From an optimization exercise on the open Yosys and OpenROAD flow, aimed at small area, a short achievable clock period and few clock cycles; shortcuts taken in it are not production practice. At most, simulation tests tie the RTL to the original design; equivalence was not proved. Only the layout flow was run in runs 7 and 8; the RTL was not checked for function there. No activity file was given, so power comes from the tool's default toggle rates.

`flow/config.mk`:
```
export PLATFORM = sky130hd
export DESIGN_NAME = top_module
export DESIGN_NICKNAME = top_module
export VERILOG_FILES = /design/flow/design.v
export SDC_FILE = /design/flow/constraint.sdc
export NUM_CORES = 4
export LEC_CHECK = 0
export ABC_AREA = 1
export CAP_MARGIN = 20
export CORE_MARGIN = 2
export CORE_UTILIZATION = 50
export PLACE_DENSITY = 0.65
export SETUP_SLACK_MARGIN = 2.1
export SLEW_MARGIN = 20
```
`flow/constraint.sdc`:
```
create_clock -name core_clock -period 5.0 [get_ports {clk}]
set_input_delay 1.0000 -clock core_clock [delete_from_list [all_inputs] [get_ports {clk}]]
set_output_delay 1.0000 -clock core_clock [all_outputs]
set_load 0.01 [all_outputs]
```
`flow/design.v`:
```
`timescale 1ns / 1ps
module top_module(ans,sign,overflow,car,done,a,b,con,start,clk,rst);
    input [7:0] a;
    input [7:0] b;
    input [2:0] con;
    input start;
    input clk;
    input rst;
    output sign;
    output reg car,overflow,done;
    output [15:0] ans;
    function [10:0] add10;
        input [9:0] x;
        input [9:0] y;
        input       ci;
        reg   [9:0] g, p, gg, pp, gn, pn;
        integer k, l;
        begin
            g = x & y;
            p = x ^ y;
            g[0] = g[0] | (p[0] & ci);
            gg = g;
            pp = p;
            for (l = 1; l < 16; l = l * 2) begin
                gn = gg;
                pn = pp;
                for (k = 0; k < 10; k = k + 1)
                    if ((k / l) % 2 == 1) begin
                        gn[k] = gg[k] | (pp[k] & gg[(k / l) * l - 1]);
                        pn[k] = pp[k] & pp[(k / l) * l - 1];
                    end
                gg = gn;
                pp = pn;
            end
            add10 = {gg[9], p ^ {gg[8:0], ci}};
        end
    endfunction
    reg [15:0] R;       
    reg [7:0]  X;       
    reg [9:0]  Z;       
    reg [2:0]  cnt;     
    reg        c_neg;   
    reg        sa;      
    reg        mbusy, dbusy;
    reg        mflag;   
    assign ans = R;
    assign sign = mflag ? R[15] : R[7];
    wire idle = ~mbusy & ~dbusy;
    wire is_add = (con == 3'b000);
    wire is_sub = (con == 3'b001);
    wire is_mul = (con == 3'b010);
    wire is_div = (con == 3'b011);
    wire is_and = (con == 3'b100);
    wire is_or  = (con == 3'b101);
    wire is_not = (con == 3'b110);
    wire is_xor = (con == 3'b111);
    wire arith  = is_add | is_sub;
    wire [7:0]  bx  = b ^ {8{is_sub}};
    wire [9:0]  ain = is_mul ? {{2{a[7]}}, a} : {2'b00, a};
    wire [9:0]  bin = is_mul ? {a[7], a, 1'b0} : {2'b00, bx};
    wire [10:0] sumc = add10(ain, bin, is_sub);
    wire [9:0]  sum = sumc[9:0];
    wire        ov  = (a[7] == bx[7]) && (sum[7] != a[7]);
    function [7:0] mthermo;
        input [7:0] x;
        integer k;
        begin
            for (k = 0; k < 8; k = k + 1)
                mthermo[k] = x[7] ? ~((&((x >> k) | (8'hff << (8 - k)))) & (|(x << (8 - k))))
                                  : |(x >> k);
        end
    endfunction
    wire [7:0] ta = mthermo(a);
    wire [7:0] tb = mthermo(b);
    wire       qzero = |(tb & ~ta);
    wire       bzero = (b == 8'd0);
    function [2:0] t2b;
        input [7:0] t;
        begin
            t2b[0] = (t[0] & ~t[1]) | (t[2] & ~t[3]) | (t[4] & ~t[5]) | (t[6] & ~t[7]);
            t2b[1] = (t[1] & ~t[3]) | (t[5] & ~t[7]);
            t2b[2] = t[3] & ~t[7];
        end
    endfunction
    wire [2:0] la = t2b(ta);
    wire [2:0] lb = t2b(tb);
    wire [2:0] sh = la - lb;
    wire       dsign = a[7] ^ b[7];    
    wire       dfill = ~dsign;
    wire [7:0] bq  = b ^ {8{dfill}};
    wire [8:0] d1  = sh[0] ? {bq, dfill} : {bq[7], bq};
    wire [8:0] d2  = sh[1] ? {d1[6:0], {2{dfill}}} : d1;
    wire [8:0] dal = sh[2] ? {d2[4:0], {4{dfill}}} : d2;
    wire [7:0] dz_lo = a[7] ? ((a == 8'h80) ? 8'h02 : 8'h01) : 8'hff;
    wire [9:0] a1  = {{2{a[7]}}, a};
    wire [9:0] a2  = {a[7], a, 1'b0};
    wire [9:0] m0  = b[1] ? (b[0] ? sum : a2) : (b[0] ? a1 : 10'd0);
    wire [7:0] cap_lo = ({8{arith}}  & sum[7:0])
                      | ({8{is_and}} & (a & b))
                      | ({8{is_or}}  & (a | b))
                      | ({8{is_not}} & ~b)
                      | ({8{is_xor}} & (a ^ b))
                      | ({8{is_mul}} & {m0[1:0], b[7:2]})
                      | ({8{is_div & bzero}} & dz_lo);
    wire [7:0] cap_hi = ({8{is_div}} & a) | ({8{is_mul}} & m0[9:2]);
    function [9:0] booth;
        input [7:0] m;
        input [2:0] d;
        reg one, two;
        begin
            one = d[1] ^ d[0];
            two = (d[2] & ~d[1] & ~d[0]) | (~d[2] & d[1] & d[0]);
            booth = (({10{one}} & {{2{m[7]}}, m}) | ({10{two}} & {m[7], m, 1'b0}))
                  ^ {10{d[2]}};
        end
    endfunction
    wire [9:0] p    = {{2{R[15]}}, R[15:8]};
    wire [10:0] yc  = add10(p, Z, c_neg);
    wire [9:0] y    = yc[9:0];
    wire       yz   = c_neg ? (&(p ^ Z)) : ((p ^ Z) == {p[8:0] | Z[8:0], 1'b0});
    wire       qb   = sa ? (y[9] | yz) : ~y[9];
    reg  [7:0] qm1;
    reg        nz;
    integer    i;
    always @* begin
        nz = 1'b0;
        for (i = 0; i < 8; i = i + 1) begin
            qm1[i] = R[i] ^ ~nz;
            nz = nz | R[i];
        end
    end
    wire [7:0] qn   = qb ? {(c_neg ? R[6:0] : qm1[6:0]), 1'b1} : {R[6:0], 1'b0};
    wire [7:0] rn   = qb ? y[7:0] : R[15:8];
    wire [7:0] xn   = idle ? a : X;
    wire [2:0] dn   = idle ? {b[3:2], 1'b0} : R[3:1];
    wire [9:0] zmul = booth(xn, dn);
    wire [15:0] mulv = {y, R[7:2]};
    wire [15:0] divv = {rn, qn};
    wire        last = (cnt == 3'd0);
    always @(posedge clk) begin
        R <= ({16{mbusy}} & mulv) | ({16{dbusy}} & divv) | ({16{idle}} & {cap_hi, cap_lo});
        if (idle)
            mflag <= is_mul;
        car <= idle & arith & sum[8];
        overflow <= idle & arith & ov;
        cnt <= idle ? (is_mul ? 3'd2 : sh[2:0]) : cnt - 3'd1;
        X <= xn;
        if (dbusy) begin
            Z <= {Z[9], Z[9:1]};
        end else if (mbusy | is_mul) begin
            Z <= zmul;
            c_neg <= dn[2];
        end else begin
            Z <= {dal[8], dal};
            c_neg <= ~dsign;
        end
        if (idle)
            sa <= a[7];
        done <= ~rst & ((idle & start & ~is_mul & ~(is_div & ~bzero & ~qzero))
                        | (~idle & last));
        if (rst) begin
            mbusy <= 1'b0;
            dbusy <= 1'b0;
        end else if (idle) begin
            mbusy <= start & is_mul;
            dbusy <= start & is_div & ~bzero & ~qzero;
        end else if (last) begin
            mbusy <= 1'b0;
            dbusy <= 1'b0;
        end
    end
endmodule
```
`flow/flow/run.sh`:
```
#!/bin/bash
# Standard layout, with fast input/output buffers, sizing not tied to the cell
# footprint, and adders left to ABC (no full/half-adder cell extraction).
set -euo pipefail
bash standard.sh MATCH_CELL_FOOTPRINT=0 "BUFFER_PORTS_ARGS=-buffer_cell sky130_fd_sc_hd__buf_2" ADDER_MAP_FILE= finish > standard_flow.log 2>&1
```
`flow/standard.sh`:
```
#!/bin/bash
# synth_recipe.tcl (not shown) runs the flow's synth.tcl, then flattens the netlist and writes it again
# the make line also repeats each setting of config.mk as NAME=value (left out here)
make -C /OpenROAD-flow-scripts/flow DESIGN_CONFIG=/design/flow/config.mk WORK_HOME=/design/flow/orfs CLKGATE_MAP_FILE= SYNTH_SCRIPT=/design/flow/synth_recipe.tcl "${@:-finish}"
```
==> results.json, run 1 <==
{
  "power.density_mw_per_mm2": 295,
  "clk_latency_ns": 0.31,
  "die_w_um": 107,
  "muxShareOfSynthArea_pct": 0,
  "finalNetCount": 965,
  "synth-compound-area-share_pct": 18.9,
  "arrival_ns": 2.84,
  "seq_power_share_pct": 30.4,
  "synth-seq-area-share_pct": 17.8,
  "grt_pass1_wl_um": 28100,
  "slew_headroom_pct": 44.4,
  "antenna_cells": 0,
  "p_int_uw": 849,
  "grt_pass1_vias": 5563,
  "status": "finished clean",
  "wl_um": 17800,
  "multi_input_area_mm2": 0.00382,
  "p_clk_share_pct": 14.0,
  "drc_errors": 0,
  "fin_crit_ns": 2.77,
  "grt_max_degree": 28,
  "drtIter0Drc": 633,
  "cts_tree": "done",
  "startpoint_type": "flop",
  "setup_viol": 0,
  "placed_cells": 1060,
  "synth-simple-area-share_pct": 47.0,
  "synth_area_leaders": "nand2_1 20%, dfxtp_1 15%, nand3_1 7.3%",
  "clock.fmax_mhz": 362,
  "timing.setup.tns_ns": 0,
  "synth_top_family_by_area": "simple AND/OR/NAND/NOR gates",
  "swShare_pct": 50.3,
  "syn_to_final_growth_pct": 9.28,
  "synth_top_area_cell": "nand2_1",
  "cts_inserted_buffers": 5,
  "io_pins": 42,
  "hp-class": "reg -> reg",
  "nFillCells": 1067,
  "tightest_slew_ns": 0.813,
  "path_max_fanout": 20,
  "holdBufCountCts": 0,
  "rsz0062_at_grt": "yes",
  "peakVddDrop_uv": 118,
  "antenna_found_initial": 0,
  "combPwrFrac_pct": 55.7,
  "synth_fa_ha_area_share_pct": 0,
  "cp-end-kind": "flop",
  "p_switching_uw": 860,
  "path_class": "reg -> reg",
  "power_leakage_uw": 0.00290,
  "synth_top_area_share_pct": 19.8,
  "core_mm2": 0.0103,
  "finClkSkew_ns": 0.0117,
  "detail-route-antenna-nets": 0,
  "drv_cap": 0,
  "ys.flop_type": "dfxtp_1",
  "wire_per_inst_um": 16.5,
  "avgSynthCellArea_um2": 5.81,
  "clk_path_buf_depth": 2,
  "cts_max_level": 2,
  "portBuffers": 41,
  "seq_area_um2": 942,
  "drive_above_1_share_pct": 16.8,
  "finalNonFillerCells": 1080,
  "hpwl_um": 13600,
  "fin_crit_sh_pct": 55.3,
  "rows": 37,
  "gr-total-overflow": 0,
  "grt.total_usage_pct": 30.9,
  "synth_seq_cells": 45,
  "synth-edff-count": 4,
  "synth_xor_area_share_pct": 4.30,
  "crit_required_ns": 5.07,
  "synth.net_count": 934,
  "clk_pin_slew_worst_paths_ns": 0.10,
  "async_reset_ff_share_pct": 0,
  "cts.sinks": 45,
  "initial_core_util_pct": 51.3,
  "die_h_um": 107,
  "ys_types": 52,
  "avgViaCountPerCell": 5.67,
  "vias": 6126,
  "slew_violations": 0,
  "ctsRootBufferMaster": "clkbuf_8",
  "synthesis.instances": 912,
  "final_hold_viol_count": 0,
  "dieArea_mm2": 0.0114,
  "gp_congestion": 0.968,
  "dr.pass1.iters": 6,
  "yosysWarnings": 1,
  "netlist_area_mm2": 0.00530
}
[worst max-delay path: stages, from the launching register on]
cell and delay, ns:
dfxtp_1 0.51, nor2_4 0.51, clkinvlp_4 0.36, o21ai_0 0.36, nand2_1 0.10, nand2_1 0.23, o21ai_1 0.11, xor2_1 0.16
nor2_1 0.13, a31oi_1 0.05
[power by group through the flow]
stage	clock, uW	sequential [uW]	combinational [uW]
floorplan	0	498	713
global placement	0	525	895
detailed placement	0	526	901
CTS	238	518	908
global route	253	529	1060
finish	239	519	952
[registers in the layout, indices dropped and copies added (netlist names)]
| register | cells |
|---|---|
| cnt | 3 |
| overflow | 1 |
| dbusy | 1 |
| Z | 10 |
| X | 8 |
| mflag | 1 |
| sa | 1 |
| c_neg | 1 |
| done | 1 |
| R | 16 |
| mbusy | 1 |
| car | 1 |
[through the flow]
| step | total power, uW | cell area [um2] | setup WS [ns] | utilization (%) | hold WS [ns] |
|---|---|---|---|---|---|
| 6_report | 1710 | 5790 | 2.23 | 56.1 | 0.485 |
| 3_3_place_gp | 1420 | 5480 | 1.62 | 53.0 | 0.464 |
| 5_1_grt | 1850 | 5790 | 2.01 | 56.1 | 0.506 |
| 4_1_cts | 1660 | 5580 | 2.10 | 54.0 | 0.478 |
| 2_1_floorplan | 1210 | 5300 | 2.34 | - | 0.434 |
| 3_5_place_dp | 1430 | 5480 | 1.71 | 53.0 | 0.457 |
[timing repair]
| action | in CTS | in global routing |
|---|---|---|
| gates cloned | 0 | 3 |
| gates resized for setup | 3 | 37 |
| setup buffers | 0 | 9 |
| pin swaps | 0 | 5 |
| setup endpoints to repair | 17 | 18 |
[cell usage after synthesis (2+ instances only)]
cell	n
or2_1	3
nand2_2	26
xnor2_1	4
nand3_1	77
edfxtp_1	4
nor3_1	9
nand2_1	280
a22oi_1	10
nor2_1	84
a211oi_1	7
buf_4	3
xor2_1	22
o21a_1	2
a31oi_1	6
clkbuf_1	10
nand4_1	12
nor2_2	8
nor2_4	8
a21oi_1	44
nand2_4	6
or2_2	2
buf_6	10
a21oi_2	5
dfxtp_1	41
nand3b_1	5
nor3b_1	2
o21ai_0	42
nand3_4	2
o21ai_1	4
buf_2	6
a2111oi_0	5
o211ai_1	13
nand3_2	9
inv_1	99
o22ai_1	12
inv_2	12
o2111ai_1	3
[final timing paths]
path               endpoint          startpoint  cells after the start  slack, ns
min            X[7]$_DFF_P_        X[7]$_DFF_P_                      2       0.49
max          Z[9]$_DFFE_PN_  mbusy$_SDFFE_PP0P_                      9       2.23
max reg2reg  Z[9]$_DFFE_PN_  mbusy$_SDFFE_PP0P_                      9       2.23
min reg2reg    X[7]$_DFF_P_        X[7]$_DFF_P_                      2       0.49
[layer usage]
metal  part of all wire (%)  GRT usage (%)  up-vias
met4                    3.0           10.9        0
met2                     45           50.0      253
met5                      0              0        -
met3                    7.6           2.92       39
li1                       -              -     3070
met1                     45           42.9     2764
[layout by cell type, fill, tap and decap left out, types with 10 or more instances in the layout]
cell	instances
nand2_1	277
inv_1	95
nor2_1	84
nand3_1	74
a21oi_1	43
o21ai_0	42
dfxtp_1	40
buf_2	35
nand2_2	26
xor2_1	22
nor2_4	14
nand3_2	13
o211ai_1	13
nand4_1	12
o22ai_1	12
a22oi_1	10
buf_4	10
[cell type report]
cell class	count	share of cell area [%]
Clock inverter	3	0.367
Inverter	114	8.04
Timing Repair Buffer	51	5.10
Timing Repair inverter	1	0.0864
Sequential cell	45	16.3
Multi-Input combinational cell	725	66.0
Tap cell	136	2.94
Clock buffer	5	1.19
[logic make-up after synthesis]
| logic type | count (synthesis) |
|---|---|
| xor gates and xnor gates | 26 |
| and+or+nand+nor | 535 |
| AOI/OAI and AO/OA | 162 |
| buffers and inverters | 144 |
| DFF | 45 |
Testbench counts, summed over its fixed seeds: cycles 4,866.
==> run 2, diff against run 1 <==
--- a/flow/config.mk
+++ b/flow/config.mk
@@ -11,4 +11,4 @@
 export CORE_UTILIZATION = 50
 export PLACE_DENSITY = 0.65
-export SETUP_SLACK_MARGIN = 2.1
+export SETUP_SLACK_MARGIN = 2.0
 export SLEW_MARGIN = 20
==> results.json, run 2 <==
{
  "timing.rr.start": "mbusy$_SDFFE_PP0P_",
  "tightest_slew_ns": 0.964,
  "die_w_um": 107,
  "seq_power_share_pct": 30.9,
  "hpwl_um": 13600,
  "reg.largest.list": "R x16, Z x10, X x8",
  "hp-class": "reg -> reg",
  "whs_path_depth": 2,
  "avgViaCountPerCell": 5.69,
  "synth_top_area_share_pct": 19.8,
  "power_leakage_uw": 0.00286,
  "hold_end": "X[7]$_DFF_P_",
  "finish.instance_area_mm2": 0.00563,
  "r2r-end": "Z[9]$_DFFE_PN_",
  "path_max_fanout": 14,
  "netlist_area_mm2": 0.00530,
  "p_clk_share_pct": 14.1,
  "p_int_uw": 838,
  "cts_inserted_buffers": 5,
  "regMostFlops": "R",
  "syn_to_final_growth_pct": 6.26,
  "gp_congestion": 0.968,
  "gr-total-overflow": 0,
  "drtIter0Drc": 569,
  "crit_required_ns": 5.26,
  "clk_path_buf_depth": 2,
  "cp_top_family": "simple AND/OR/NAND/NOR gates",
  "crit_buf_inv": 4,
  "synth_top_area_cell": "nand2_1",
  "drive_above_1_share_pct": 15.1,
  "ctsRootBufferMaster": "clkbuf_8",
  "hold_start": "X[7]$_DFF_P_",
  "p_switching_uw": 847,
  "die_h_um": 107,
  "post-synth-top-count-cell": "nand2_1",
  "synth_common_cells": "280 x nand2_1, 99 x inv_1, 84 x nor2_1",
  "rsz0062_at_grt": "yes",
  "finClkSkew_ns": 0.00892,
  "synth_seq_cells": 45,
  "drc_errors": 0,
  "async_reset_ff_share_pct": 0,
  "placed_cell_area_mm2": 0.00548,
  "r2r_cells": 9,
  "vias": 6094,
  "synth-seq-area-share_pct": 17.8,
  "rows": 37,
  "cp_slowest_cell": "buf_2",
  "cts_tree": "done",
  "synth-edff-count": 4,
  "yosysWarnings": 1,
  "cts_max_level": 2,
  "power.density_mw_per_mm2": 299,
  "path_class": "in -> reg",
  "wire_per_inst_um": 16.3,
  "synth_area_leaders": "nand2_1 20%, dfxtp_1 15%, nand3_1 7.3%",
  "synthesis.instances": 912,
  "power.total_uw": 1690,
  "synth.net_count": 934,
  "timing.setup.tns_ns": 0,
  "slew_headroom_pct": 34.1,
  "dieArea_mm2": 0.0114,
  "detail-route-antenna-nets": 0,
  "cp-startpoint": "b[0]",
  "portBuffers": 41,
  "cts.sinks": 45,
  "initial_core_util_pct": 51.3,
  "avgSynthCellArea_um2": 5.81,
  "peakVddDrop_uv": 118,
  "setup_viol": 0,
  "startpoint_type": "primary input",
  "grt.total_usage_pct": 30.9,
  "grt_pass1_wl_um": 28000,
  "grt_max_degree": 28,
  "clk_pin_slew_worst_paths_ns": 0.10,
  "io_pins": 42,
  "r2r_slack_ns": 2.26,
  "clk_latency_ns": 0.31,
  "antenna_cells": 0,
  "ys_types": 52,
  "ys.flop_type": "dfxtp_1",
  "cp-end-kind": "flop",
  "antenna_found_initial": 0,
  "status": "finished clean",
  "grt_pass1_vias": 5554,
  "final_common_cell": "nand2_1",
  "slew_violations": 0,
  "largest_reg_flops": 16,
  "clock.fmax_mhz": 356,
  "core_mm2": 0.0103,
  "fin_crit_ns": 2.81,
  "fin_crit_sh_pct": 56.1,
  "final_hold_viol_count": 0,
  "combPwrFrac_pct": 55.0,
  "crit_path_cell_trace": "buf_2 > inv_2 > nor2_1 > nand3_1 > nand2_2 > inv_1 > nand2_4 > nand2_2 > nand3_1 > nand2_1 > nand3_1 > nand2_4 > inv_4 > nand2_2 > nand2_1 > nand2_1 > nand2_1 > nand2_1 > a21oi_2",
  "max_stage_delay_ns": 0.30,
  "swShare_pct": 50.3,
  "dr.pass1.iters": 5,
  "arrival_ns": 3.06,
  "final_cell_mix": "280 x nand2_1, 97 x inv_1, 84 x nor2_1",
  "finalNetCount": 956,
  "path_common_cell": "nand2_1",
  "wl_um": 17500,
  "drv_cap": 0
}
==> run 2: cell counts after synthesis <==
No cell type changed its count.
==> run 2: worst reg2reg max path: cells and delay by family (launching register included) <==
kind	cells	cell delay, ns
simple gates	4	0.97
xor+xnor	1	0.16
flops	1	0.49
buf+inv	1	0.35
compound gates	3	0.52
==> run 2: cells by family (layout without fill, tap and decap cells) <==
group,count (synthesis),in the layout,synth area share [%]
AOI/OAI and AO/OA,162,162,18.9
buffers and inverters,144,167,12.1
DFF,45,45,17.8
xor gates and xnor gates,26,26,4.30
and+or+nand+nor,535,535,47.0
==> run 2: power groups by stage <==
stage | Combinational (uW) | Sequential, uW | Clock, uW
after floorplan | 713 | 498 | 0
after global placement | 895 | 525 | 0
after detailed placement | 901 | 526 | 0
after CTS | 907 | 518 | 238
after global routing | 1040 | 531 | 253
final | 927 | 520 | 238
==> run 2: stage by stage <==
step	std cells	hold WS, ns	worst slack [ns]	util, %
after floorplan	912	0.434	2.34	-
after global placement	1060	0.464	1.62	53.0
after detailed placement	1060	0.457	1.71	53.0
after CTS	1068	0.478	2.03	54.0
after global routing	1071	0.506	1.98	54.6
final	1071	0.487	2.19	54.6
==> run 2: metal layers <==
layer	up-vias	track usage, %	share of wire [%]
met2	251	50.0	45
met1	2770	42.9	45
met3	36	2.92	6.5
met4	0	10.9	2.9
li1	3037	-	-
met5	-	0	0
==> run 2: worst max path at each step <==
stage | to | cells past startpoint
5_1_grt | R[13]$_DFF_P_ | 16
3_3_place_gp | R[2]$_DFF_P_ | 9
4_1_cts | R[12]$_DFF_P_ | 17
3_5_place_dp | R[12]$_DFF_P_ | 17
2_1_floorplan | Z[9]$_DFFE_PN_ | 15
6_report | Z[0]$_DFF_P_ | 19
==> run 2: timing repair <==
action,in CTS,in global routing
hold buffers,0,0
cloned,0,1
setup endpoints to repair,12,22
resized for setup,2,10
setup buffers,0,2
==> run 2: layout make-up <==
cell class | instances | area, um2
Timing Repair inverter | 1 | 5.00
Fill cell | 1079 | 4690
Sequential cell | 45 | 942
Clock buffer | 5 | 68.8
Timing Repair Buffer | 44 | 230
Clock inverter | 3 | 21.3
Inverter | 114 | 445
Multi-Input combinational cell | 723 | 3750
Tap cell | 136 | 170
==> run 3, diff against run 2 <==
--- a/flow/config.mk
+++ b/flow/config.mk
@@ -9,6 +9,6 @@
 export CAP_MARGIN = 20
 export CORE_MARGIN = 2
-export CORE_UTILIZATION = 50
-export PLACE_DENSITY = 0.65
+export CORE_UTILIZATION = 60
+export PLACE_DENSITY = 0.72
 export SETUP_SLACK_MARGIN = 2.0
 export SLEW_MARGIN = 20
==> results.json, run 3 <==
{
  "status": "finished clean",
  "async_reset_ff_share_pct": 0,
  "die_h_um": 98.0,
  "post-synth-top-count-cell": "nand2_1",
  "timing.setup.tns_ns": 0,
  "detail-route-antenna-nets": 0,
  "dieArea_mm2": 0.00960,
  "die_w_um": 98.0,
  "slew_headroom_pct": 34.5,
  "hold_start": "X[2]$_DFF_P_",
  "antenna_cells": 0,
  "holdBufCountCts": 0,
  "synth_top_area_share_pct": 19.8,
  "swShare_pct": 50.1,
  "cts_tree": "done",
  "synth_area_leaders": "nand2_1 20%, dfxtp_1 15%, nand3_1 7.3%",
  "cts_inserted_buffers": 5,
  "initial_core_util_pct": 61.4,
  "netlist_area_mm2": 0.00530,
  "gr-total-overflow": 0,
  "arrival_ns": 3.04,
  "pre_cts_ws_ns": 1.77,
  "seq_power_share_pct": 30.6,
  "portBuffers": 41,
  "r2r_cells": 9,
  "clk_path_buf_depth": 2,
  "clk_pin_slew_worst_paths_ns": 0.10,
  "synth-compound-area-share_pct": 18.9,
  "final_common_cell": "nand2_1",
  "synth_fa_ha_area_share_pct": 0,
  "vias": 6162,
  "max_stage_delay_ns": 0.86,
  "ys.flop_type": "dfxtp_1",
  "cp_slowest_cell": "a2111oi_0",
  "largest_reg_flops": 16,
  "antenna_found_initial": 0,
  "synth_xor_area_share_pct": 4.30,
  "ys_types": 52,
  "tightest_slew_ns": 0.958,
  "cts.sinks": 45,
  "p_int_uw": 841,
  "cts_max_level": 2,
  "synth_seq_cells": 45,
  "peakVddDrop_uv": 131,
  "muxShareOfSynthArea_pct": 0,
  "ctsRootBufferMaster": "clkbuf_8",
  "rows": 34,
  "drc_errors": 0,
  "synthesis.instances": 912,
  "synth-edff-count": 4,
  "clk_latency_ns": 0.30,
  "synth_top_area_cell": "nand2_1",
  "timing.rr.start": "mbusy$_SDFFE_PP0P_",
  "fin_crit_ns": 2.86,
  "avgSynthCellArea_um2": 5.81,
  "hold_end": "X[2]$_DFF_P_",
  "avgViaCountPerCell": 5.90,
  "drv_cap": 0,
  "hp-class": "reg -> reg",
  "fin_crit_sh_pct": 57.2,
  "grt_pass1_vias": 5699,
  "core_mm2": 0.00864,
  "dr.pass1.iters": 7,
  "finalNetCount": 958,
  "grt.total_usage_pct": 35.4,
  "drtIter0Drc": 566,
  "synth_common_cells": "280 x nand2_1, 99 x inv_1, 84 x nor2_1",
  "gp_congestion": 1.01,
  "syn_to_final_growth_pct": 5.78,
  "power_leakage_uw": 0.00287,
  "whs_ns": 0.510,
  "power.total_uw": 1680,
  "whs_path_depth": 2,
  "drive_above_1_share_pct": 15.2,
  "r2r-end": "Z[9]$_DFFE_PN_",
  "cp-end-kind": "flop",
  "rsz0062_at_grt": "no",
  "crit_buf_inv": 3,
  "power.density_mw_per_mm2": 300,
  "final_hold_viol_count": 0,
  "crit_required_ns": 5.18,
  "grt_pass1_wl_um": 28100,
  "wire_per_inst_um": 16.3,
  "synth.net_count": 934,
  "p_clk_share_pct": 14.0,
  "path_max_fanout": 25,
  "crit_path_cell_trace": "buf_2 > inv_2 > nor2_2 > nand2_4 > inv_4 > a2111oi_0 > a21oi_1 > a21oi_1 > nand3_1",
  "cp_top_family": "compound AO/OA/AOI/OAI gates",
  "layout_setup_ws_ns": 2.14,
  "final_cell_mix": "280 x nand2_1, 97 x inv_1, 84 x nor2_1",
  "slew_violations": 0,
  "synth-simple-area-share_pct": 47.0,
  "yosysWarnings": 1,
  "r2r_slack_ns": 2.29,
  "setup_viol": 0,
  "synth-seq-area-share_pct": 17.8,
  "io_pins": 42,
  "path_class": "in -> reg",
  "p_switching_uw": 843,
  "combPwrFrac_pct": 55.4,
  "grt_max_degree": 28,
  "hpwl_um": 13400,
  "path_common_cell": "a21oi_1",
  "synth_top_family_by_area": "simple AND/OR/NAND/NOR gates",
  "wl_um": 17000,
  "regMostFlops": "R",
  "startpoint_type": "primary input",
  "finClkSkew_ns": 0.0119,
  "reg.largest.list": "R x16, Z x10, X x8",
  "clock.fmax_mhz": 350
}
[run 3: power groups by stage]
stage	sequential, uW	combinational [uW]	clock (uW)
CTS	514	908	234
global route	526	1050	247
global placement	517	880	0
floorplan	498	713	0
finish	515	932	236
detailed placement	522	902	0
[run 3: what timing repair did]
action                                  4_1_cts  5_1_grt
endpoints found under the setup margin        0       21
buffers inserted                              0        3
resized for setup                             0       13
[run 3: how the worst max path moves through the flow]
stage	start	end	cells after the start	slack, ns
after floorplan	a[2]	Z[9]$_DFFE_PN_	15	2.34
after global placement	con[1]	R[2]$_DFF_P_	9	1.71
after detailed placement	a[7]	Z[0]$_DFF_P_	18	1.77
after CTS	mbusy$_SDFFE_PP0P_	Z[9]$_DFFE_PN_	9	2.04
after global routing	a[3]	Z[1]$_DFF_P_	18	2.00
final	con[1]	R[2]$_DFF_P_	9	2.14
[run 3: layout make-up]
class,count,area (um2)
Multi-Input combinational cell,723,3740
Timing Repair inverter,1,5.00
Timing Repair Buffer,46,253
Sequential cell,45,941
Clock inverter,3,25.0
Tap cell,108,135
Clock buffer,5,68.8
Inverter,114,443
Fill cell,871,3030
[run 3: through the flow]
stage	instance area (um2)	cells	util, %
floorplan	5300	912	-
global placement	5450	1033	63.1
detailed placement	5450	1033	63.1
CTS	5540	1041	64.2
global route	5610	1045	64.9
finish	5610	1045	64.9
[run 3: logic make-up after synthesis]
| group | after synthesis |
|---|---|
| buffers and inverters | 144 |
| flip-flops | 45 |
| AO/OA/AOI/OAI | 162 |
| XOR/XNOR | 26 |
| AND/OR/NAND/NOR | 535 |
[run 3: per-layer routing]
layer  part of all wire (%)  vias to the layer above  track usage [%]  routed length [um]
met4                    3.1                        0             11.3                 519
met5                      0                        -                0                   0
met2                     45                      306             57.4                7690
met1                     43                     2770             49.0                7270
met3                    8.8                       42             4.80                1500
li1                       -                     3044                -                   -
[run 3: worst reg2reg max path: stages, from the launching register on]
cell and delay [ns]:
dfxtp_1 0.47, nor2_4 0.50, clkinvlp_4 0.37, o21ai_0 0.33
nand2_1 0.12, nand2_1 0.23, o21ai_1 0.11, xor2_1 0.16
nor2_1 0.12, a31oi_1 0.06
==> run 4, diff against run 3 <==
--- a/flow/config.mk
+++ b/flow/config.mk
@@ -9,6 +9,6 @@
 export CAP_MARGIN = 20
 export CORE_MARGIN = 2
-export CORE_UTILIZATION = 60
-export PLACE_DENSITY = 0.72
+export CORE_UTILIZATION = 50
+export PLACE_DENSITY = 0.55
 export SETUP_SLACK_MARGIN = 2.0
 export SLEW_MARGIN = 20
==> results.json, run 4 <==
{
  "status": "finished clean",
  "regMostFlops": "R",
  "die_h_um": 107,
  "setup_viol": 0,
  "synth_xor_area_share_pct": 4.30,
  "antenna_cells": 0,
  "async_reset_ff_share_pct": 0,
  "grt_pass1_wl_um": 27900,
  "synth_top_family_by_area": "simple AND/OR/NAND/NOR gates",
  "dr.pass1.iters": 6,
  "power.density_mw_per_mm2": 300,
  "clk_pin_slew_worst_paths_ns": 0.09,
  "finalNetCount": 963,
  "hp-class": "reg -> reg",
  "detail-route-antenna-nets": 0,
  "hold_end": "X[4]$_DFF_P_",
  "cts.sinks": 45,
  "slew_headroom_pct": 33.4,
  "vias": 6108,
  "finClkSkew_ns": 0.00730,
  "synth-simple-area-share_pct": 47.0,
  "timing.rr.start": "mbusy$_SDFFE_PP0P_",
  "arrival_ns": 3.07,
  "clk_latency_ns": 0.31,
  "synth_fa_ha_area_share_pct": 0,
  "synth-seq-area-share_pct": 17.8,
  "core_mm2": 0.0103,
  "pre_cts_ws_ns": 1.70,
  "power_leakage_uw": 0.00290,
  "grt.total_usage_pct": 31.1,
  "path_max_fanout": 10,
  "ys_types": 52,
  "path_class": "in -> reg",
  "layout_setup_ws_ns": 2.18,
  "largest_reg_flops": 16,
  "synth_common_cells": "280 x nand2_1, 99 x inv_1, 84 x nor2_1",
  "avgSynthCellArea_um2": 5.81,
  "whs_ns": 0.492,
  "synth-edff-count": 4,
  "synth_seq_cells": 45,
  "synthesis.instances": 912,
  "dieArea_mm2": 0.0114,
  "io_pins": 42,
  "reg.largest.list": "R x16, Z x10, X x8",
  "fin_crit_ns": 2.82,
  "netlist_area_mm2": 0.00530,
  "antenna_found_initial": 0,
  "avgViaCountPerCell": 5.67,
  "whs_path_depth": 2,
  "final_common_cell": "nand2_1",
  "r2r-end": "Z[9]$_DFFE_PN_",
  "hold_start": "X[4]$_DFF_P_",
  "timing.setup.tns_ns": 0,
  "wl_um": 17600,
  "ctsRootBufferMaster": "clkbuf_8",
  "clock.fmax_mhz": 355,
  "cts_max_level": 2,
  "synth_area_leaders": "nand2_1 20%, dfxtp_1 15%, nand3_1 7.3%",
  "portBuffers": 41,
  "drtIter0Drc": 597,
  "slew_violations": 0,
  "synth_top_area_cell": "nand2_1",
  "final_hold_viol_count": 0,
  "cts_tree": "done",
  "nFillCells": 1126,
  "final_cell_mix": "280 x nand2_1, 97 x inv_1, 84 x nor2_1",
  "synth.net_count": 934,
  "die_w_um": 107,
  "wire_per_inst_um": 16.3,
  "synth-compound-area-share_pct": 18.9,
  "gp_congestion": 0.924,
  "drive_above_1_share_pct": 15.8,
  "clk_path_buf_depth": 2,
  "post-synth-top-count-cell": "nand2_1",
  "r2r_slack_ns": 2.32,
  "muxShareOfSynthArea_pct": 0,
  "holdBufCountCts": 0,
  "drv_cap": 0,
  "grt_pass1_vias": 5494,
  "rsz0062_at_grt": "yes",
  "synth_top_area_share_pct": 19.8,
  "drc_errors": 0,
  "cts_inserted_buffers": 5,
  "rows": 37,
  "startpoint_type": "primary input",
  "grt_max_degree": 28,
  "initial_core_util_pct": 51.3,
  "cp-end-kind": "flop",
  "hpwl_um": 13700,
  "peakVddDrop_uv": 142,
  "ys.flop_type": "dfxtp_1",
  "fin_crit_sh_pct": 56.4,
  "crit_required_ns": 5.25,
  "tightest_slew_ns": 0.974,
  "yosysWarnings": 1,
  "gr-total-overflow": 0,
  "syn_to_final_growth_pct": 7.37,
  "r2r_cells": 9
}
[run 4: cell count changes in the layout (fill, tap and decap cells not counted), sizes merged]
cell / previous run / this run
inv: 112 / 111
buf: 43 / 49
clkbuf: 8 / 7
clkinv: 2 / 3
[run 4: how the worst max path moves through the flow]
stage | start | slack (ns) | depth (start not counted) | endpoint
floorplan | a[2] | 2.34 | 15 | Z[9]$_DFFE_PN_
CTS | a[7] | 2.01 | 19 | Z[0]$_DFF_P_
detailed placement | a[7] | 1.70 | 19 | Z[0]$_DFF_P_
global route | con[1] | 1.98 | 17 | R[12]$_DFF_P_
finish | a[5] | 2.18 | 18 | Z[5]$_DFF_P_
global placement | a[7] | 1.75 | 19 | Z[5]$_DFF_P_
[run 4: timing repair]
item,4_1_cts,5_1_grt
pin swaps,0,3
resized for setup,2,16
setup buffers,0,9
cloned,0,1
setup endpoints to repair,12,21
[run 4: kinds of logic after synthesis]
group,count (synthesis)
simple gates,535
compound gates,162
buf+inv,144
flops,45
xor+xnor,26
[run 4: per-layer routing]
layer,global-route usage (%),vias up,wire length (um)
met4,8.44,0,390
met2,51.1,225,8000
met1,41.5,2794,7940
met5,0,-,0
met3,6.32,32,1230
li1,-,3057,-
[run 4: final cells by class]
type                            count  area [um2]  area share, %
Inverter                          114         447           7.85
Timing Repair Buffer               51         285           5.01
Tap cell                          136         170           2.99
Timing Repair inverter              1        5.00         0.0880
Clock buffer                        5        68.8           1.21
Multi-Input combinational cell    723        3750           65.9
Clock inverter                      3        21.3          0.374
Sequential cell                    45         942           16.6
[run 4: worst max-delay path, cell delays in order]
cell      delay, ns
buf_2          0.22
clkinv_2       0.20
nand2_2        0.14
nor2_1         0.05
nand2_1        0.14
nand3_1        0.14
nand2_1        0.14
nor2_4         0.06
nand2_4        0.14
nand2_4        0.09
nand2_4        0.09
buf_2          0.18
nand3_2        0.09
nand2_2        0.07
nand2_1        0.04
nand2_1        0.07
nand2_1        0.07
a21oi_2        0.12
[run 4: power breakdown]
part / leakage (uW) / total, uW / internal [uW] / switching, uW
Clock: 0.0000445 / 243 / 99.6 / 143
Sequential: 0.000386 / 518 / 435 / 82.9
Combinational: 0.00247 / 944 / 314 / 630
[run 4: stage by stage]
step | instance area [um2] | util (%) | instances | power [uW]
after floorplan | 5300 | - | 912 | 1210
after global placement | 5480 | 53.0 | 1060 | 1420
after detailed placement | 5480 | 53.0 | 1060 | 1430
after CTS | 5570 | 54.0 | 1068 | 1670
after global routing | 5690 | 55.1 | 1078 | 1850
final | 5690 | 55.1 | 1078 | 1700
==> run 5, diff against run 4 <==
--- a/flow/config.mk
+++ b/flow/config.mk
@@ -10,5 +10,5 @@
 export CORE_MARGIN = 2
 export CORE_UTILIZATION = 50
-export PLACE_DENSITY = 0.55
+export PLACE_DENSITY = 0.85
 export SETUP_SLACK_MARGIN = 2.0
 export SLEW_MARGIN = 20
==> results.json, run 5 <==
{
  "clk_latency_ns": 0.31,
  "timing.rr.start": "mbusy$_SDFFE_PP0P_",
  "synth-simple-area-share_pct": 47.0,
  "setup_viol": 0,
  "path_class": "in -> reg",
  "core_mm2": 0.0103,
  "hp-class": "reg -> reg",
  "drv_cap": 0,
  "final_hold_viol_count": 0,
  "startpoint_type": "primary input",
  "regMostFlops": "R",
  "async_reset_ff_share_pct": 0,
  "wl_um": 16500,
  "power.density_mw_per_mm2": 296,
  "netlist_area_mm2": 0.00530,
  "ys.flop_type": "dfxtp_1",
  "synth-seq-area-share_pct": 17.8,
  "hold_end": "cnt[0]$_DFF_P_",
  "slew_violations": 0,
  "synth_common_cells": "280 x nand2_1, 99 x inv_1, 84 x nor2_1",
  "cp_top_family": "compound AO/OA/AOI/OAI gates",
  "avgViaCountPerCell": 5.76,
  "wire_per_inst_um": 15.4,
  "syn_to_final_growth_pct": 5.64,
  "r2r_cells": 8,
  "cts_max_level": 2,
  "gr-total-overflow": 0,
  "detail-route-antenna-nets": 0,
  "arrival_ns": 3.03,
  "drtIter0Drc": 715,
  "nFillCells": 1103,
  "antenna_cells": 0,
  "placed_cells": 1061,
  "whs_path_depth": 1,
  "io_pins": 42,
  "p_clk_share_pct": 13.8,
  "cts_inserted_buffers": 5,
  "fin_crit_ns": 2.83,
  "p_switching_uw": 822,
  "antenna_found_initial": 0,
  "grt.total_usage_pct": 28.6,
  "cp-startpoint": "con[1]",
  "synth.net_count": 934,
  "crit_path_cell_trace": "buf_2 > inv_2 > nor2_2 > nand2_4 > inv_2 > a2111oi_0 > a21oi_1 > a21oi_1 > nand3_1",
  "power_leakage_uw": 0.00286,
  "dieArea_mm2": 0.0114,
  "yosysWarnings": 1,
  "synth_seq_cells": 45,
  "finalNonFillerCells": 1070,
  "seq_power_share_pct": 31.0,
  "status": "finished clean",
  "drc_errors": 0,
  "clock.fmax_mhz": 353,
  "cp-end-kind": "flop",
  "hpwl_um": 12700,
  "dr.pass1.iters": 6,
  "ctsRootBufferMaster": "clkbuf_8",
  "finalNetCount": 955,
  "synth_area_leaders": "nand2_1 20%, dfxtp_1 15%, nand3_1 7.3%",
  "crit_required_ns": 5.20,
  "r2r_slack_ns": 2.26,
  "multi_input_area_mm2": 0.00374,
  "post-synth-top-count-cell": "nand2_1",
  "path_max_fanout": 25,
  "synth_xor_area_share_pct": 4.30,
  "seq_area_um2": 941,
  "synth_top_area_share_pct": 19.8,
  "die_w_um": 107,
  "finClkSkew_ns": 0.0104,
  "die_h_um": 107,
  "muxShareOfSynthArea_pct": 0,
  "synth_top_family_by_area": "simple AND/OR/NAND/NOR gates",
  "rows": 37,
  "vias": 6168,
  "clk_pin_slew_worst_paths_ns": 0.09,
  "cp_slowest_cell": "a2111oi_0",
  "rsz0062_at_grt": "no",
  "max_stage_delay_ns": 0.81,
  "grt_pass1_vias": 5355,
  "synth_top_area_cell": "nand2_1",
  "avgSynthCellArea_um2": 5.81,
  "drive_above_1_share_pct": 14.7,
  "final_common_cell": "nand2_1",
  "reg.largest.list": "R x16, Z x10, X x8",
  "p_int_uw": 837,
  "cts.sinks": 45,
  "cts_tree": "done",
  "tightest_slew_ns": 0.905,
  "timing.setup.tns_ns": 0,
  "swShare_pct": 49.6,
  "grt_pass1_wl_um": 26100,
  "final_cell_mix": "280 x nand2_1, 98 x inv_1, 84 x nor2_1",
  "portBuffers": 41,
  "hold_start": "cnt[0]$_DFF_P_",
  "ys_types": 52,
  "peakVddDrop_uv": 155,
  "crit_buf_inv": 3,
  "r2r-end": "Z[5]$_DFF_P_",
  "gp_congestion": 1.00,
  "fin_crit_sh_pct": 56.6,
  "combPwrFrac_pct": 55.3,
  "slew_headroom_pct": 38.1,
  "synthesis.instances": 912,
  "cts_setup_buffers": 0,
  "clk_path_buf_depth": 2,
  "synth-compound-area-share_pct": 18.9,
  "synth-edff-count": 4,
  "largest_reg_flops": 16,
  "grt_max_degree": 28,
  "synth_fa_ha_area_share_pct": 0,
  "initial_core_util_pct": 51.3
}
run 5: power groups by stage:
stage               clock network, uW  registers, uW  logic, uW
CTS                               227            513        896
global route                      240            524       1030
finish                            228            514        917
global placement                    0            519        880
floorplan                           0            498        713
detailed placement                  0            521        890
run 5: timing repair:
| action | CTS | global route |
|---|---|---|
| endpoints found under the setup margin | 4 | 20 |
| hold buffers | 0 | 0 |
| gates cloned | 0 | 1 |
| resized for setup | 1 | 6 |
run 5: metal layers:
metal	global-route usage, %	wire length [um]	vias up	part of all wire, %
met5	0	0	-	0
met4	9.65	557	0	3.4
met3	3.53	1600	59	9.7
met2	46.5	7310	326	44
met1	39.1	7000	2752	42
li1	-	-	3031	-
run 5: through the flow:
| step | utilization (%) | hold WS [ns] | power, uW | cell area, um2 | worst slack [ns] |
|---|---|---|---|---|---|
| finish | 54.2 | 0.489 | 1660 | 5600 | 2.17 |
| global route | 54.2 | 0.518 | 1790 | 5600 | 2.00 |
| CTS | 54.0 | 0.483 | 1640 | 5570 | 2.12 |
| detailed placement | 53.1 | 0.459 | 1410 | 5480 | 1.80 |
| global placement | 53.1 | 0.452 | 1400 | 5480 | 1.78 |
| floorplan | - | 0.434 | 1210 | 5300 | 2.34 |
run 5: how the worst max path moves through the flow:
| stage | end | cells past startpoint |
|---|---|---|
| 5_1_grt | Z[1]$_DFF_P_ | 19 |
| 2_1_floorplan | Z[9]$_DFFE_PN_ | 15 |
| 6_report | R[2]$_DFF_P_ | 9 |
| 3_3_place_gp | R[2]$_DFF_P_ | 9 |
| 4_1_cts | R[12]$_DFF_P_ | 17 |
| 3_5_place_dp | Z[9]$_DFFE_PN_ | 16 |
run 5: layout make-up:
type | count | area share (%)
well taps | 136 | 3.04
clock inverters | 1 | 0.112
multi-input cells | 723 | 66.8
flip-flops and latches | 45 | 16.8
inverters | 114 | 7.78
clock buffers | 7 | 1.36
repair buffers | 43 | 3.98
repair inverters | 1 | 0.0894
run 5: cell families after synthesis:
logic type	Yosys count
simple gates	535
compound gates	162
buf+inv	144
flops	45
xor+xnor	26
==> run 6, diff against run 5 <==
--- a/flow/config.mk
+++ b/flow/config.mk
@@ -10,5 +10,5 @@
 export CORE_MARGIN = 2
 export CORE_UTILIZATION = 50
-export PLACE_DENSITY = 0.85
+export PLACE_DENSITY = 0.75
 export SETUP_SLACK_MARGIN = 2.0
 export SLEW_MARGIN = 20
==> results.json, run 6 <==
{
  "reg.largest.list": "R x16, Z x10, X x8",
  "async_reset_ff_share_pct": 0,
  "clk_latency_ns": 0.31,
  "ys_types": 52,
  "synth_common_cells": "280 x nand2_1, 99 x inv_1, 84 x nor2_1",
  "nFillCells": 1096,
  "drive_above_1_share_pct": 14.8,
  "timing.rr.start": "mbusy$_SDFFE_PP0P_",
  "regMostFlops": "R",
  "drc_errors": 0,
  "synth_top_family_by_area": "simple AND/OR/NAND/NOR gates",
  "hpwl_um": 12600,
  "r2r_slack_ns": 2.39,
  "initial_core_util_pct": 51.3,
  "p_switching_uw": 834,
  "cts_tree": "done",
  "rows": 37,
  "synth_xor_area_share_pct": 4.30,
  "slew_violations": 0,
  "gr-total-overflow": 0,
  "synth_area_leaders": "nand2_1 20%, dfxtp_1 15%, nand3_1 7.3%",
  "status": "finished clean",
  "fin_crit_ns": 2.81,
  "power.density_mw_per_mm2": 299,
  "timing.setup.tns_ns": 0,
  "syn_to_final_growth_pct": 5.83,
  "io_pins": 42,
  "seq_area_um2": 942,
  "clock.fmax_mhz": 355,
  "crit_required_ns": 5.25,
  "cp-end-kind": "flop",
  "dr.pass1.iters": 9,
  "finClkSkew_ns": 0.0105,
  "tightest_slew_ns": 0.911,
  "avgSynthCellArea_um2": 5.81,
  "synth-compound-area-share_pct": 18.9,
  "r2r_cells": 7,
  "peakVddDrop_uv": 145,
  "drtIter0Drc": 572,
  "r2r-end": "Z[5]$_DFF_P_",
  "synth-seq-area-share_pct": 17.8,
  "yosysWarnings": 1,
  "max_stage_delay_ns": 0.26,
  "seq_power_share_pct": 30.9,
  "hp-class": "reg -> reg",
  "core_mm2": 0.0103,
  "pre_cts_ws_ns": 1.71,
  "setup_viol": 0,
  "final_common_cell": "nand2_1",
  "rsz0062_at_grt": "no",
  "portBuffers": 41,
  "synth_fa_ha_area_share_pct": 0,
  "dieArea_mm2": 0.0114,
  "die_w_um": 107,
  "die_h_um": 107,
  "synth.net_count": 934,
  "swShare_pct": 49.7,
  "synth-edff-count": 4,
  "hold_start": "X[4]$_DFF_P_",
  "path_common_cell": "nand2_1",
  "netlist_area_mm2": 0.00530,
  "avgViaCountPerCell": 5.70,
  "final_hold_viol_count": 0,
  "path_max_fanout": 11,
  "final_util_pct": 54.3,
  "ys.flop_type": "dfxtp_1",
  "synth-simple-area-share_pct": 47.0,
  "multi_input_area_mm2": 0.00373,
  "arrival_ns": 3.07,
  "slew_headroom_pct": 37.7,
  "ctsRootBufferMaster": "clkbuf_8",
  "cts_max_level": 2,
  "hold_end": "X[4]$_DFF_P_",
  "wire_per_inst_um": 15.2,
  "final_cell_mix": "280 x nand2_1, 99 x inv_1, 84 x nor2_1",
  "muxShareOfSynthArea_pct": 0,
  "synthesis.instances": 912,
  "cts.sinks": 45,
  "synth_top_area_share_pct": 19.8,
  "cp_slowest_cell": "buf_2",
  "combPwrFrac_pct": 54.0,
  "fin_crit_sh_pct": 56.3,
  "layout_setup_ws_ns": 2.19,
  "cts_inserted_buffers": 5,
  "clk_pin_slew_worst_paths_ns": 0.10,
  "antenna_cells": 0,
  "p_clk_share_pct": 15.1,
  "p_int_uw": 844,
  "detail-route-antenna-nets": 0,
  "startpoint_type": "primary input",
  "synth_seq_cells": 45,
  "clk_path_buf_depth": 2,
  "gp_congestion": 0.980,
  "grt.total_usage_pct": 28.3,
  "grt_pass1_wl_um": 26000,
  "largest_reg_flops": 16,
  "crit_path_cell_trace": "buf_2 > nand2_1 > nor2_2 > inv_1 > nand3_1 > inv_1 > nand2_1 > nand2_2 > nand3_4 > nand2_1 > nand3_1 > nand2_4 > inv_4 > nand2_2 > nand2_2 > nand2_1 > nand2_1 > nand2_1 > a21oi_2",
  "vias": 6098,
  "grt_pass1_vias": 5262,
  "power_leakage_uw": 0.00288,
  "whs_path_depth": 2,
  "path_class": "in -> reg",
  "grt_max_degree": 28,
  "finalNetCount": 955,
  "post-synth-top-count-cell": "nand2_1",
  "synth_top_area_cell": "nand2_1",
  "wl_um": 16300,
  "antenna_found_initial": 0,
  "drv_cap": 0
}
## run 6: cells by family (layout without fill, tap and decap cells)
family	after synthesis	in the layout
simple gates	535	535
buf+inv	144	166
flops	45	45
compound gates	162	162
xor+xnor	26	26
## run 6: worst max-delay path by stage
stage,start,end,slack (ns)
2_1_floorplan,a[2],Z[9]$_DFFE_PN_,2.34
3_3_place_gp,dbusy$_SDFFE_PP0P_,Z[5]$_DFF_P_,1.70
3_5_place_dp,dbusy$_SDFFE_PP0P_,Z[5]$_DFF_P_,1.71
4_1_cts,a[7],Z[1]$_DFF_P_,2.11
5_1_grt,c_neg$_DFFE_PN_,R[12]$_DFF_P_,2.01
6_report,a[6],Z[1]$_DFF_P_,2.19
## run 6: power by group through the flow
stage	registers (uW)	clock network (uW)	logic, uW
2_1_floorplan	498	0	713
3_3_place_gp	524	0	882
3_5_place_dp	524	0	885
4_1_cts	516	256	890
5_1_grt	527	267	1020
6_report	518	254	906
## run 6: per-layer routing
layer  GRT usage, %  routed length (um)  vias to the layer above
met3           4.26                1550                       48
met5              0                   0                        -
met4           9.55                 539                        0
met2           44.9                7230                      291
li1               -                   -                     3033
met1           39.1                6970                     2726
## run 6: final cells by class
type | instances | area share [%]
tap | 136 | 3.03
clock inverter | 3 | 0.513
clock buffer | 5 | 1.23
sequential | 45 | 16.8
inverter | 114 | 7.74
timing repair buffer | 44 | 4.10
multi-input combinational | 723 | 66.6
## run 6: critical path: cells and delay by family
| kind | cells | cell delay (ns) |
|---|---|---|
| and+or+nand+nor | 14 | 1.44 |
| buffers and inverters | 4 | 0.50 |
| AOI/OAI and AO/OA | 1 | 0.12 |
## run 6: through the flow
stage | area, um2 | cells | power, uW | hold slack [ns]
floorplan | 5300 | 912 | 1210 | 0.434
global placement | 5480 | 1060 | 1410 | 0.456
detailed placement | 5480 | 1060 | 1410 | 0.459
CTS | 5580 | 1068 | 1660 | 0.484
global route | 5610 | 1070 | 1820 | 0.507
finish | 5610 | 1070 | 1680 | 0.487
## run 6: timing repair
| action | in CTS | in global routing |
|---|---|---|
| hold buffers | 0 | 0 |
| setup buffers | 0 | 2 |
| pin swaps | 0 | 1 |
| resized for setup | 2 | 4 |
| setup endpoints to repair | 11 | 14 |
==> run 7, diff against run 6 <==
--- a/flow/design.v
+++ b/flow/design.v
@@ -118,5 +118,5 @@
     wire [10:0] yc  = add10(p, Z, c_neg);
     wire [9:0] y    = yc[9:0];
-    wire       yz   = c_neg ? (&(p ^ Z)) : ((p ^ Z) == {p[8:0] | Z[8:0], 1'b0});
+    wire       yz   = (y == 10'd0);
     wire       qb   = sa ? (y[9] | yz) : ~y[9];
     reg  [7:0] qm1;
==> results.json, run 7 <==
{
  "status": "finished clean",
  "avgViaCountPerCell": 5.60,
  "final_cell_mix": "295 x nand2_1, 85 x nand3_1, 84 x inv_1",
  "arrival_ns": 3.17,
  "dieArea_mm2": 0.0111,
  "grt_max_degree": 29,
  "ys_types": 55,
  "drtIter0Drc": 733,
  "grt_pass1_vias": 5163,
  "drc_errors": 0,
  "wire_per_inst_um": 14.6,
  "core_mm2": 0.00986,
  "timing.setup.tns_ns": 0,
  "power.density_mw_per_mm2": 299,
  "startpoint_type": "primary input",
  "antenna_found_initial": 0,
  "rsz0062_at_grt": "yes",
  "initial_core_util_pct": 51.9,
  "synth_top_area_cell": "nand2_1",
  "cts_inserted_buffers": 5,
  "synth.net_count": 912,
  "fin_crit_ns": 2.92,
  "portBuffers": 41,
  "antenna_cells": 0,
  "synth-edff-count": 4,
  "cts_max_level": 2,
  "netlist_area_mm2": 0.00512,
  "syn_to_final_growth_pct": 6.90,
  "peakVddDrop_uv": 136,
  "finClkSkew_ns": 0.00777,
  "final_common_cell": "nand2_1",
  "clk_latency_ns": 0.31,
  "fin_crit_sh_pct": 58.4,
  "synth-seq-area-share_pct": 18.4,
  "grt_pass1_wl_um": 25100,
  "path_class": "in -> reg",
  "die_w_um": 105,
  "detail-route-antenna-nets": 0,
  "synth_top_area_share_pct": 21.7,
  "cts_tree": "done",
  "clk_pin_slew_worst_paths_ns": 0.10,
  "cts.sinks": 45,
  "finalNetCount": 936,
  "yosysWarnings": 1,
  "synth-simple-area-share_pct": 47.7,
  "synth_seq_cells": 45,
  "ys.flop_type": "dfxtp_1",
  "largest_reg_flops": 16,
  "holdBufCountCts": 0,
  "post-synth-top-count-cell": "nand2_1",
  "dr.pass1.iters": 6,
  "clk_path_buf_depth": 2,
  "synth_common_cells": "296 x nand2_1, 87 x inv_1, 85 x nand3_1",
  "io_pins": 42,
  "crit_required_ns": 5.25,
  "synth_xor_area_share_pct": 4.28,
  "synth_area_leaders": "nand2_1 22%, dfxtp_1 16%, nand3_1 8.3%",
  "muxShareOfSynthArea_pct": 0,
  "drive_above_1_share_pct": 16.3,
  "clock.fmax_mhz": 343,
  "synth_fa_ha_area_share_pct": 0,
  "hp-class": "reg -> reg",
  "die_h_um": 105,
  "cp-end-kind": "flop",
  "synth_top_family_by_area": "simple AND/OR/NAND/NOR gates",
  "tightest_slew_ns": 0.891,
  "ctsRootBufferMaster": "clkbuf_8",
  "path_max_fanout": 7,
  "whs_ns": 0.485,
  "reg.largest.list": "R x16, Z x10, X x8",
  "setup_viol": 0,
  "regMostFlops": "R",
  "vias": 5867,
  "drv_cap": 0,
  "async_reset_ff_share_pct": 0,
  "synthesis.instances": 890,
  "slew_violations": 0,
  "power_leakage_uw": 0.00279,
  "hpwl_um": 11800,
  "final_hold_viol_count": 0,
  "power.total_uw": 1640,
  "gp_congestion": 1.04,
  "synth-compound-area-share_pct": 17.7,
  "nFillCells": 1009,
  "avgSynthCellArea_um2": 5.75,
  "slew_headroom_pct": 39.1,
  "wl_um": 15300,
  "grt.total_usage_pct": 27.7,
  "gr-total-overflow": 0,
  "rows": 36
}
-- run 7: changes by cell type after synthesis, moves of 5 or more --
| cell | before | now |
|---|---|---|
| o21ai_0 | 42 | 31 |
| a21oi_1 | 44 | 34 |
| o211ai_1 | 13 | 4 |
| buf_2 | 6 | 11 |
| clkbuf_1 | 10 | 5 |
| inv_1 | 99 | 87 |
| nor2_1 | 84 | 74 |
| nand2_1 | 280 | 296 |
| nor2_2 | 8 | 14 |
| nand3_1 | 77 | 85 |
-- run 7: final timing paths --
check,startpoint,endpoint,slack [ns],cells after the start
worst max-delay path,con[0],R[3]$_DFF_P_,2.08,11
worst min-delay path,X[0]$_DFF_P_,X[0]$_DFF_P_,0.48,2
worst max register to register,mbusy$_SDFFE_PP0P_,Z[9]$_DFFE_PN_,2.15,8
worst min register to register,X[0]$_DFF_P_,X[0]$_DFF_P_,0.48,2
-- run 7: report_power, final --
| group | internal [uW] | leakage [uW] | switching [uW] |
|---|---|---|---|
| Clock | 101 | 0.0000447 | 143 |
| Combinational | 298 | 0.00236 | 590 |
| Sequential | 435 | 0.000386 | 69.0 |
-- run 7: kinds of logic after synthesis --
family | after synthesis
AND/OR/NAND/NOR | 543
flip-flops | 45
buffers and inverters | 134
XOR/XNOR | 25
AO/OA/AOI/OAI | 143
-- run 7: worst max-delay path: stages --
cell	delay (ns)
buf_2	0.16
inv_1	0.09
nor3_1	0.68
inv_1	0.28
nor2_1	0.25
nand2_1	0.19
o2111ai_1	0.20
a22oi_1	0.11
nand2_1	0.10
inv_1	0.04
nand2_1	0.05
-- run 7: stage by stage --
step	cell area [um2]	worst slack [ns]	cells	util, %
floorplan	5120	2.26	890	-
global placement	5270	1.62	1034	53.4
detailed placement	5270	1.67	1034	53.4
CTS	5370	2.02	1042	54.4
global route	5470	1.95	1048	55.4
finish	5470	2.08	1048	55.4
-- run 7: routing by layer --
| layer | track usage [%] | part of all wire (%) |
|---|---|---|
| met5 | 0 | 0 |
| met4 | 7.81 | 2.3 |
| met3 | 4.43 | 9.3 |
| met2 | 43.8 | 44 |
| met1 | 38.9 | 44 |
-- run 7: what timing repair did --
action / CTS / global route
pin swaps: 0 / 3
resized for setup: 1 / 21
endpoints found under the setup margin: 12 / 24
setup buffers: 0 / 6
-- run 7: layout make-up --
class	count	area, um2	share of cell area, %
sequential	45	941	17.2
clock buffer	5	68.8	1.26
multi-input combinational	711	3590	65.7
inverter	103	402	7.34
tap	133	166	3.04
clock inverter	3	25.0	0.458
timing repair buffer	48	275	5.03
==> run 8, diff against run 7 <==
--- a/flow/config.mk
+++ b/flow/config.mk
@@ -11,4 +11,4 @@
 export CORE_UTILIZATION = 50
 export PLACE_DENSITY = 0.75
-export SETUP_SLACK_MARGIN = 2.0
+export SETUP_SLACK_MARGIN = 2.2
 export SLEW_MARGIN = 20
==> results.json, run 8 <==
{
  "status": "finished clean",
  "synth_common_cells": "296 x nand2_1, 87 x inv_1, 85 x nand3_1",
  "drc_errors": 0,
  "power.total_uw": 1700,
  "clk_pin_slew_worst_paths_ns": 0.10,
  "synth-seq-area-share_pct": 18.4,
  "hp-class": "reg -> reg",
  "cp-startpoint": "a[5]",
  "cp-end-kind": "flop",
  "hpwl_um": 11800,
  "placed_cell_area_mm2": 0.00527,
  "cts_tree": "done",
  "cts.sinks": 45,
  "finClkSkew_ns": 0.00801,
  "grt_pass1_vias": 5190,
  "power.density_mw_per_mm2": 285,
  "timing.setup.tns_ns": 0,
  "drive_above_1_share_pct": 21.1,
  "wl_um": 16400,
  "die_w_um": 105,
  "ys_types": 55,
  "drtIter0Drc": 727,
  "tightest_slew_ns": 0.844,
  "initial_core_util_pct": 51.9,
  "largest_reg_flops": 16,
  "final_common_cell": "nand2_1",
  "post-synth-top-count-cell": "nand2_1",
  "avgViaCountPerCell": 5.78,
  "die_h_um": 105,
  "rsz0062_at_grt": "yes",
  "grt_pass1_wl_um": 25200,
  "antenna_found_initial": 0,
  "clk_latency_ns": 0.31,
  "path_class": "in -> reg",
  "power_leakage_uw": 0.00297,
  "detail-route-antenna-nets": 0,
  "syn_to_final_growth_pct": 16.7,
  "avgSynthCellArea_um2": 5.75,
  "synth_top_area_share_pct": 21.7,
  "clk_path_buf_depth": 2,
  "synth_top_area_cell": "nand2_1",
  "final_cell_mix": "284 x nand2_1, 81 x inv_1, 79 x nand3_1",
  "final_hold_viol_count": 0,
  "synth_seq_cells": 45,
  "startpoint_type": "primary input",
  "holdBufCountCts": 0,
  "synthesis.instances": 890,
  "ys.flop_type": "dfxtp_1",
  "arrival_ns": 2.79,
  "rows": 36,
  "dr.pass1.iters": 8,
  "slew_headroom_pct": 42.3,
  "dieArea_mm2": 0.0111,
  "path_max_fanout": 7,
  "setup_viol": 0,
  "hold_start": "X[0]$_DFF_P_",
  "crit_required_ns": 5.06,
  "clock.fmax_mhz": 367,
  "netlist_area_mm2": 0.00512,
  "gr-total-overflow": 0,
  "grt.total_usage_pct": 27.9,
  "placed_cells": 1034,
  "ctsRootBufferMaster": "clkbuf_8",
  "synth-edff-count": 4,
  "core_mm2": 0.00986,
  "fin_crit_ns": 2.73,
  "r2r_slack_ns": 2.42,
  "grt_max_degree": 29,
  "cts_inserted_buffers": 5,
  "io_pins": 42,
  "portBuffers": 41,
  "cts_max_level": 2,
  "yosysWarnings": 1,
  "synth.net_count": 912,
  "vias": 6181,
  "async_reset_ff_share_pct": 0,
  "drv_cap": 0,
  "gp_congestion": 1.04,
  "wire_per_inst_um": 15.4,
  "timing.rr.start": "mbusy$_SDFFE_PP0P_",
  "peakVddDrop_uv": 137,
  "finalNetCount": 958,
  "slew_violations": 0,
  "antenna_cells": 0,
  "regMostFlops": "R",
  "reg.largest.list": "R x16, Z x10, X x8",
  "finish.instance_area_mm2": 0.00597,
  "finalNonFillerCells": 1070,
  "fin_crit_sh_pct": 54.5,
  "final_util_pct": 60.5,
  "synth_area_leaders": "nand2_1 22%, dfxtp_1 16%, nand3_1 8.3%"
}
run 8: final cells by class:
class | count | area, um2
well taps | 133 | 166
repair buffers | 64 | 459
inverters | 103 | 435
clock inverters | 3 | 25.0
flip-flops and latches | 45 | 941
clock buffers | 5 | 68.8
multi-input cells | 717 | 3870
fillers | 942 | 3890
run 8: final timing paths:
check                        end  cells past startpoint
setup / recovery  Z[9]$_DFFE_PN_                     15
hold / removal      X[0]$_DFF_P_                      2
setup reg to reg  Z[9]$_DFFE_PN_                      8
hold reg to reg     X[0]$_DFF_P_                      2
run 8: timing repair:
item	4_1_cts	5_1_grt
gates resized for setup	14	105
gates cloned	0	6
setup buffers	1	21
setup endpoints to repair	24	26
pin swaps	1	26
run 8: critical path, stage by stage:
cell and delay [ns]:
buf_4 0.16, inv_6 0.08, nor2_4 0.13, nand2_4 0.09
nor2_4 0.09, nand2_1 0.11, nand3_2 0.12, nand4_1 0.21
buf_4 0.21, nand2_2 0.10, nand3_1 0.08, nand2_1 0.11
nand2_1 0.07, nand3_1 0.13, a31oi_1 0.09
run 8: cell families after synthesis:
logic type	synth area share, %
xor+xnor	4.28
buf+inv	12.0
simple gates	47.7
compound gates	17.7
flops	18.4
run 8: through the flow:
stage	setup WS [ns]	hold slack, ns
floorplan	2.26	0.437
global placement	1.62	0.457
detailed placement	1.67	0.459
CTS	2.19	0.487
global route	2.10	0.510
finish	2.27	0.485
run 8: metal layers:
layer	share of wire, %	global-route usage (%)
met3	9.9	4.43
met2	45	43.9
met5	0	0
met1	42	39.1
met4	3.2	8.19
run 8: report_power, final:
group	switching [uW]	internal [uW]	leakage [uW]
clock network	143	101	0.0000447
logic	626	329	0.00254
registers	67.4	435	0.000386
total	837	865	0.00297

## port drivers added, routing unchanged
No port has a modelled driver above. Below, the same layouts with a new extraction and two added sets of constraints.
Step 1, drivers: a clkbuf_16 drives clk and a buf_2 each remaining input, both assumed.
Step 2, shift: input delay + t, output delay - t, t = (earliest + latest rising clock arrival at the registers) / 2. This alone moves slack from input paths to output paths.
Three values: ideal, step 1, step 2; two values: the first two.
run | shift t [ns] | setup WS [ns] | clock arrival spread, ns | worst slew at a driven data input, ns
run 1 | 0.343 | 2.235 / 2.235 / 1.925 | 0.012 / 0.012 | 0.03
run 2 | 0.341 | 2.194 / 2.209 / 1.868 | 0.009 / 0.009 | 0.03
run 3 | 0.326 | 2.140 / 2.152 / 1.826 | 0.012 / 0.012 | 0.03
run 4 | 0.338 | 2.180 / 2.193 / 1.855 | 0.008 / 0.007 | 0.04
run 5 | 0.338 | 2.169 / 2.183 / 1.845 | 0.010 / 0.011 | 0.04
run 6 | 0.338 | 2.187 / 2.196 / 1.858 | 0.010 / 0.010 | 0.03
run 7 | 0.335 | 2.081 / 2.094 / 1.759 | 0.008 / 0.008 | 0.04
run 8 | 0.337 | 2.275 / 2.249 / 1.912 | 0.008 / 0.008 | 0.06
After both steps every run listed still meets setup and hold. For run 8, which loses most, drivers alone change the setup slack by -0.026 ns; drivers and shift together by -0.363 ns.
